This design comes from an exercise in tuning for small area on the open sky130 flow, not from production work. Where RTL was checked, it was by simulation tests only, not by an equivalence proof against the original.

==> run E <==
// fir_filter
module fir_filter (
    input fir_clk,
    input rst_active_low,
    input signed [29:0] data_in,
    output signed [61:0] data_out
);
clock: 10.0 ns
lec_check: 0
cap_margin: 35
core_margin: 2
core_utilization: 60
cts_buf_list: sky130_fd_sc_hd__clkbuf_16
cts_cluster_diameter: 50
cts_cluster_size: 24
slew_margin: 35
synth_hierarchical: 1
run.sh (not shown) runs the stock make flow with config.mk's settings and CLKGATE_MAP_FILE= SYNTH_SCRIPT=/design/flow/synth_recipe.tcl, a recipe that flattens the netlist after the stock synthesis.
==> run R (differences from run E) <==
--- a/flow/config.mk
+++ b/flow/config.mk
@@ -9,7 +9,7 @@
 export CORE_MARGIN = 2
 export CORE_UTILIZATION = 60
 export CTS_BUF_LIST = sky130_fd_sc_hd__clkbuf_16
-export CTS_CLUSTER_DIAMETER = 50
-export CTS_CLUSTER_SIZE = 24
+export CTS_CLUSTER_DIAMETER = 60
+export CTS_CLUSTER_SIZE = 30
 export SLEW_MARGIN = 35
 export SYNTH_HIERARCHICAL = 1
==> qor summary <==
quantity	run E	run R
Sequential share of cell area	0.3934	0.3983
Wire length on met1	86.17 mm	85.97 mm
Post-route non-filler standard cell count	6507	6458
Via count of the first global-routing pass	39.08k	38.56k
Least setup slack across all paths after layout	1032 ps	1043 ps
Final routed wirelength across all metal layers	184.6 mm	183.3 mm
Fraction of layout instances using a drive strength above 1	0.05498	0.04432
Filler cell count	9123	9180
Global-route track usage on met3	0.05190	0.04844
Slew HR	0.6765	0.6492
Clock tree buffer count of the final layout	153	123
Share of the final layout cell area in multi-input gates	0.4849	0.4909
Synth-to-Final Area Change	10.32%	8.970%
Arrival time worst endpoint	6970 ps	6960 ps
Result of the run	finished clean	finished clean
Clock skew	45.45 ps	45.00 ps
No functional check of the RTL was part of any run of this note.

* * *

==> v24: inputs <==
Another version of the RTL of fir_filter (not shown whole).
Settings: LEC_CHECK=0, CAP_MARGIN=35, CORE_MARGIN=2, CORE_UTILIZATION=60, CTS_BUF_LIST=sky130_fd_sc_hd__clkbuf_8, CTS_CLUSTER_SIZE=20, SLEW_MARGIN=35, SYNTH_HIERARCHICAL=1; clock period 10.0 ns.
==> v4 (differences from v24) <==
Settings changed: CORE_UTILIZATION 60 to 40, CTS_BUF_LIST sky130_fd_sc_hd__clkbuf_8 to not set, CTS_CLUSTER_SIZE 20 to not set.
==> summary.md <==
| Metric | Value |
|---|---|
| Final period utilization | ~88% |
| Non-clock buffers | a little over 90 |
| Status | complete, no violations |
| Placed Area | just over 0.09 sq mm |
| DRT iter0 DRCs | just over 3000 |
-- figures above: v4

==> summary.md <==
| Metric | Value |
|---|---|
| Worst hold slack | around 0.31 ns |
| Non-clock buffers | 96 |
| Max-slew violations | 0 |
| Status | complete, no violations |
| Met1 track demand over resource | a little over half |
| DRT iter0 DRCs | around 3700 |
| Placed Area | 0.0896 sq mm |
| Final period utilization | between 80% and 90% |
-- figures above: v24


* * *

==> 09-19: inputs <==
fir_filter, a different RTL version from the one above (not shown whole).
clock: 10.0 ns
lec_check: 0
cap_margin: 35
core_margin: 2
core_utilization: 65
cts_buf_list: sky130_fd_sc_hd__clkbuf_16
cts_cluster_diameter: 60
cts_cluster_size: 30
slew_margin: 35
synth_hierarchical: 1
standard.sh (not shown) runs the stock make flow with config.mk's settings and CLKGATE_MAP_FILE= SYNTH_SCRIPT=/design/flow/synth_recipe.tcl, a recipe that flattens the netlist after the stock synthesis.
==> flow/flow/run.sh <==
#!/bin/bash
set -e
export CTS_ARGS="-sink_clustering_enable -repair_clock_nets -dont_use_dummy_load -sink_clustering_size 25 -sink_clustering_max_diameter 75 -buf_list sky130_fd_sc_hd__clkbuf_16"
export BUFFER_PORTS_ARGS="-buffer_cell sky130_fd_sc_hd__buf_1"
bash standard.sh > standard_flow.log 2>&1
==> 01-04: changes against 09-19 <==
--- a/flow/flow/run.sh
+++ b/flow/flow/run.sh
@@ -1,2 +1,6 @@
 #!/bin/bash
+# The standard layout (standard.sh), with two changes:
+#  - clock tree: no dummy load cells (they only balance capacitance), clusters
+#    of at most 25 flip-flops within 75 um, each driven by a clkbuf_16;
+#  - port buffers: buf_1 instead of the default (each port still gets one).
 set -e
==> 09-11: changes against 09-19 <==
==> flow/flow/run.sh (replaced) <==
#!/bin/bash
set -e
export CTS_ARGS="-sink_clustering_enable -repair_clock_nets -dont_use_dummy_load -sink_clustering_size 30 -sink_clustering_max_diameter 65 -buf_list sky130_fd_sc_hd__clkbuf_16"
export BUFFER_PORTS_ARGS="-buffer_cell sky130_fd_sc_hd__buf_1"
bash standard.sh > standard_flow.log 2>&1
==> notes.md <==
	09-11	09-19	01-04
Final min period	9.52 ns	9.58 ns	9.58 ns
Met2 WL	84800 microns	84200 microns	84200 microns
GR Util All Layers	33.6%	33.4%	33.4%
Clock edge transition at the registers on the reported setup and hold paths	0.10 ns	0.09 ns	0.09 ns
Total routed wire length on the met1 layer	78600 microns	78200 microns	78200 microns
Layout Cells excl Fill	5650	5635	5635
Design area	77300 sq um	77000 sq um	77000 sq um
Setup ws final	0.475 ns	0.423 ns	0.423 ns
Worst hold margin	0.270 ns	0.291 ns	0.291 ns
Run status	no timing/DRC/antenna violations	no timing/DRC/antenna violations	no timing/DRC/antenna violations
Endpoint, Worst Hold	n4765_d2$_DFF_P_	X13[17]$_DFF_P_	X13[17]$_DFF_P_
Clock latency on the worst-skew pair	0.73 ns	0.72 ns	0.72 ns
Number of global-route vias before repair	36900	36700	36700
Met3 wire len	11400 microns	11100 microns	11100 microns
Net count, final	6250	6236	6236
Met1 usage in global routing	50.9%	50.9%	50.9%
Routing usage on met3	6.33%	5.74%	5.74%
TritonCTS buffer count	94	80	80
Per-cell routed wire length	31.7 microns	31.7 microns	31.7 microns
Inserted Diodes	2	1	1

## port drivers added, routing unchanged
How much do the figures lean on ideal ports? The routed layouts below were timed once more, with nothing changed but the port constraints. Step 1 sets driving cells, clkbuf_16 on the clock port and buf_2 on the other inputs (assumed; they add their load-dependent delay and slew). Step 2 also shifts input and output timing later by t, the mid clock arrival at the registers, as if the neighbouring blocks saw the same clock. Three values: ideal, step 1, step 2; two values: the first two.
run | t (ns) | setup WS [ns] | hold slack, ns | worst setup path at the end
run E | 0.855 | 1.032 / 0.951 / 1.557 | 0.302 / 0.302 / 0.302 | register to register
run R | 0.832 | 1.043 / 0.971 / 1.574 | 0.300 / 0.300 / 0.300 | register to register
v24 | 1.038 | 1.194 / 1.194 / 1.194 | 0.314 / 0.314 / 0.314 | register to register
v4 | 0.920 | 1.193 / 1.193 / 1.193 | 0.321 / 0.321 / 0.321 | register to register
09-19 | 0.758 | 0.423 / 0.423 / 0.423 | 0.291 / 0.291 / 0.291 | register to register
01-04 | 0.758 | 0.423 / 0.423 / 0.423 | 0.291 / 0.291 / 0.291 | register to register
09-11 | 0.764 | 0.475 / 0.475 / 0.475 | 0.270 / 0.270 / 0.270 | register to register
After both steps every run listed still meets setup and hold.
